Source: an optimization exercise on an open RTL-to-GDS flow (aim: small area). Production flows keep margins and buffers that such runs may drop. Only simulation tests tie the RTL to the original design; equivalence was not proved. Power figures rest on the tool's default switching activity, not on a simulated workload.

Design ioTest, start of the top module:
module ioTest (input  M_CLOCK,         
               input  rst,             
               input  [3:0] IO_PB,     
               input  [7:0] IO_DSW,    
               output [3:0] F_LED,     
               output [7:0] IO_LED,    
               output [3:0] IO_SSEGD,  
               output [7:0] IO_SSEG,   
               output IO_SSEG_COL);
For scale: about 510 cells after synthesis, about 39 I/O pins.
Settings: LEC_CHECK=0, CAP_MARGIN=20, CORE_MARGIN=2, CORE_UTILIZATION=40, CTS_BUF_LIST=sky130_fd_sc_hd__clkbuf_8, SLEW_MARGIN=20; clock period 10.0 ns.
standard.sh (not shown) runs the stock make flow with config.mk's settings and CLKGATE_MAP_FILE= SYNTH_SCRIPT=/design/flow/synth_recipe.tcl, a recipe that flattens the netlist after the stock synthesis.
==> flow/flow/run.sh <==
#!/bin/bash
# Own flow: the standard synthesis; then the logic between its flip-flops is
# re-mapped for area with ABC (flip-flops untouched, four ABC seeds tried, the
# smallest result that yosys proves equivalent to the standard netlist is kept);
# then the standard layout from floorplan to finish, with buf_1 as the port buffer.
# Each tool's output goes to a log file of its own in the work folder.
set -euo pipefail
W=$PWD
PLAT=${FLOW_PLATFORM:-sky130hd}
YOSYS=$FLOW_HOME/../tools/install/yosys/bin/yosys
[[ -x $YOSYS ]] || YOSYS=yosys
LIB=$FLOW_HOME/platforms/$PLAT/lib/sky130_fd_sc_hd__tt_025C_1v80.lib
RES=$W/orfs/results/$PLAT/ioTest/base
LOGS=$W/orfs/logs/$PLAT/ioTest/base

bash standard.sh synth > $W/synth_std.log 2>&1
cp $RES/1_2_yosys.v $W/std_1_2_yosys.v

# the cells the standard synthesis may not use
DONTUSE=$(grep -o -- '-dont_use [A-Za-z0-9_]*' $LOGS/1_2_yosys.log | sort -u | tr '\n' ' ')
for S in 0 1 2 3; do
  sed -e "s#{SEED}#$S#" flow/area.abc > $W/area_$S.abc
  sed -e "s#{LIB}#$LIB#g" -e "s#{STD}#$W/std_1_2_yosys.v#g" -e "s#{ABC}#$W/area_$S.abc#g" \
      -e "s#{DONTUSE}#$DONTUSE#g" -e "s#{OUT}#$W/resyn_$S.v#g" flow/resyn.ys > $W/resyn_$S.ys
  ( $YOSYS -s $W/resyn_$S.ys > $W/resyn_$S.log 2>&1 || true ) &
done
wait
# candidates, smallest area first
: > $W/resyn_status.txt
for S in 0 1 2 3; do
  if [[ -f $W/resyn_$S.v.stat ]]; then
    echo "$(grep 'Chip area' $W/resyn_$S.v.stat | awk '{print $NF}') $S" >> $W/resyn_areas.txt
  fi
done
USED=""
if [[ -f $W/resyn_areas.txt ]]; then
  for S in $(sort -g $W/resyn_areas.txt | awk '{print $2}'); do
    sed -e "s#{LIB}#$LIB#g" -e "s#{STD}#$W/std_1_2_yosys.v#g" -e "s#{NEW}#$W/resyn_$S.v#g" \
        flow/equiv.ys > $W/equiv_$S.ys
    if $YOSYS -s $W/equiv_$S.ys > $W/equiv_$S.log 2>&1; then USED=$S; break; fi
  done
fi
if [[ -n $USED ]]; then
  cp $W/resyn_$USED.v $RES/1_2_yosys.v
  touch $RES/1_2_yosys.v
  echo "re-mapped netlist (seed $USED) in use" >> $W/resyn_status.txt
else
  echo "no re-mapped netlist proven equivalent: standard netlist kept" >> $W/resyn_status.txt
fi

bash standard.sh "BUFFER_PORTS_ARGS=-buffer_cell sky130_fd_sc_hd__buf_1" finish > $W/layout.log 2>&1
==> flow/flow/area.abc <==
strash
&get -n
&deepsyn -T 90 -S {SEED}
&put
dch -f
amap
topo
Other scripts of this flow, unchanged in this note and not shown: flow/flow/equiv.ys, flow/flow/resyn.ys
Then changed:
==> flow/flow/area.abc (replaced) <==
strash
&get -n
&deepsyn -T 30 -S {SEED}
&put
dch -f
amap
topo
=>
- power climbs by 42%
- via count climbs by 2.3%
- fmax drops by 6.6%
- synthesized cell count drops by 0.39%
- final cell count drops by 0.31%
- worst setup slack loses 390 ps
- sequential cell count does not change
- design area climbs by 1.0%

========
ioTest, a different RTL version from the one above (not shown whole).
For scale: roughly 470 cells after synthesis, ~39 I/O pins.
## ioTest
module ioTest (input  M_CLOCK,         
               input  rst,             
               input  [3:0] IO_PB,     
               input  [7:0] IO_DSW,    
               output [3:0] F_LED,     
               output [7:0] IO_LED,    
               output [3:0] IO_SSEGD,  
               output [7:0] IO_SSEG,   
               output IO_SSEG_COL);
==> flow/config.mk <==
export PLATFORM = sky130hd
export DESIGN_NAME = ioTest
export DESIGN_NICKNAME = ioTest
export VERILOG_FILES = /design/flow/design.v
export SDC_FILE = /design/flow/constraint.sdc
export NUM_CORES = 4
export LEC_CHECK = 0
export CAP_MARGIN = 20
export CORE_MARGIN = 2
export CORE_UTILIZATION = 40
export CTS_BUF_LIST = sky130_fd_sc_hd__clkbuf_8
export SLEW_MARGIN = 20
==> flow/constraint.sdc <==
create_clock -name core_clock -period 10.0 [get_ports {M_CLOCK}]
set_input_delay 2.0000 -clock core_clock [delete_from_list [all_inputs] [get_ports {M_CLOCK}]]
set_output_delay 2.0000 -clock core_clock [all_outputs]
set_load 0.01 [all_outputs]
==> flow/flow/run.sh <==
#!/bin/bash
# Own flow: the standard synthesis; then the logic between its flip-flops is
# re-mapped for area with ABC (flip-flops untouched, eight ABC seeds tried, the
# smallest result that yosys proves equivalent to the standard netlist is kept);
# then the standard layout from floorplan to finish, with buf_1 as the port buffer.
# Each tool's output goes to a log file of its own in the work folder.
set -euo pipefail
W=$PWD
PLAT=${FLOW_PLATFORM:-sky130hd}
YOSYS=$FLOW_HOME/../tools/install/yosys/bin/yosys
[[ -x $YOSYS ]] || YOSYS=yosys
LIB=$FLOW_HOME/platforms/$PLAT/lib/sky130_fd_sc_hd__tt_025C_1v80.lib
RES=$W/orfs/results/$PLAT/ioTest/base
LOGS=$W/orfs/logs/$PLAT/ioTest/base

bash standard.sh synth > $W/synth_std.log 2>&1
cp $RES/1_2_yosys.v $W/std_1_2_yosys.v

# the cells the standard synthesis may not use
DONTUSE=$(grep -o -- '-dont_use [A-Za-z0-9_]*' $LOGS/1_2_yosys.log | sort -u | tr '\n' ' ')
SEEDS="0 1 2 3 4 5 6 7"
for S in $SEEDS; do
  sed -e "s#{SEED}#$S#" flow/area.abc > $W/area_$S.abc
  sed -e "s#{LIB}#$LIB#g" -e "s#{STD}#$W/std_1_2_yosys.v#g" -e "s#{ABC}#$W/area_$S.abc#g" \
      -e "s#{DONTUSE}#$DONTUSE#g" -e "s#{OUT}#$W/resyn_$S.v#g" flow/resyn.ys > $W/resyn_$S.ys
done
# four at a time
for S in $SEEDS; do
  ( $YOSYS -s $W/resyn_$S.ys > $W/resyn_$S.log 2>&1 || true ) &
  if (( S % 4 == 3 )); then wait; fi
done
wait
# candidates, smallest area first
: > $W/resyn_status.txt
for S in $SEEDS; do
  if [[ -f $W/resyn_$S.v.stat ]]; then
    echo "$(grep 'Chip area' $W/resyn_$S.v.stat | awk '{print $NF}') $S" >> $W/resyn_areas.txt
  fi
done
USED=""
if [[ -f $W/resyn_areas.txt ]]; then
  for S in $(sort -g $W/resyn_areas.txt | awk '{print $2}'); do
    sed -e "s#{LIB}#$LIB#g" -e "s#{STD}#$W/std_1_2_yosys.v#g" -e "s#{NEW}#$W/resyn_$S.v#g" \
        flow/equiv.ys > $W/equiv_$S.ys
    if $YOSYS -s $W/equiv_$S.ys > $W/equiv_$S.log 2>&1; then USED=$S; break; fi
  done
fi
if [[ -n $USED ]]; then
  cp $W/resyn_$USED.v $RES/1_2_yosys.v
  touch $RES/1_2_yosys.v
  echo "re-mapped netlist (seed $USED) in use" >> $W/resyn_status.txt
else
  echo "no re-mapped netlist proven equivalent: standard netlist kept" >> $W/resyn_status.txt
fi

bash standard.sh "BUFFER_PORTS_ARGS=-buffer_cell sky130_fd_sc_hd__buf_1" finish > $W/layout.log 2>&1
==> flow/flow/area.abc <==
strash
&get -n
&deepsyn -T 600 -S {SEED}
&put
dch -f
amap -F 4 -A 8
topo
Other scripts of this flow, unchanged in this note and not shown: flow/flow/equiv.ys, flow/flow/resyn.ys
The starting point produced a clean layout.
Edit:
--- a/flow/flow/run.sh
+++ b/flow/flow/run.sh
@@ -3 +3 @@
-# re-mapped for area with ABC (flip-flops untouched, eight ABC seeds tried, the
+# re-mapped for area with ABC (flip-flops untouched, sixteen ABC seeds tried, the
@@ -21 +21 @@
-SEEDS="0 1 2 3 4 5 6 7"
+SEEDS="0 1 2 3 4 5 6 7 8 9 10 11 12 13 14 15"
==> flow/flow/area.abc (replaced) <==
strash
&get -n
&deepsyn -T 60 -S {SEED}
&put
dch -f
amap -F 4 -A 8
topo
Result: The changed run finished with timing, DRC and antenna clean. Setup slack gets worse by 0.22 ns. Count of clock-buffer cells in the layout does not change. Global-route usage rises by 1.4 points. Die area rises by 1.5%. Core utilization is lower by 0.31 points. Synthesized area climbs by 1.5%.

## re-timing with driven ports
Ports are ideal in the flow. The routed layouts listed here were re-timed in OpenROAD. Step 1 sets driving cells, clkbuf_16 on the clock port and buf_2 on the other inputs (assumed; they add their load-dependent delay and slew). Step 2 moves the port delays by t, midway between the first and last clock arrival at a register: inputs arrive t later, outputs are due t later. That takes back most of the time a late clock gives input paths. Slacks: ideal ports / drivers / drivers and shift; pairs: ideal ports / drivers.
run | shift t [ns] | slack for setup (ns) | worst setup path after step 2 | worst data-port slew with drivers (ns)
the first run of note 1 | 0.334 | 4.441 / 4.441 / 4.441 | register to register | 0.04
the second run of note 1 | 0.343 | 4.048 / 4.048 / 4.048 | register to register | 0.03
the first run of note 2 | 0.338 | 4.107 / 4.107 / 4.107 | register to register | 0.03
the second run of note 2 | 0.335 | 3.883 / 3.883 / 3.883 | register to register | 0.03
After both steps setup and hold are still met in every run listed.
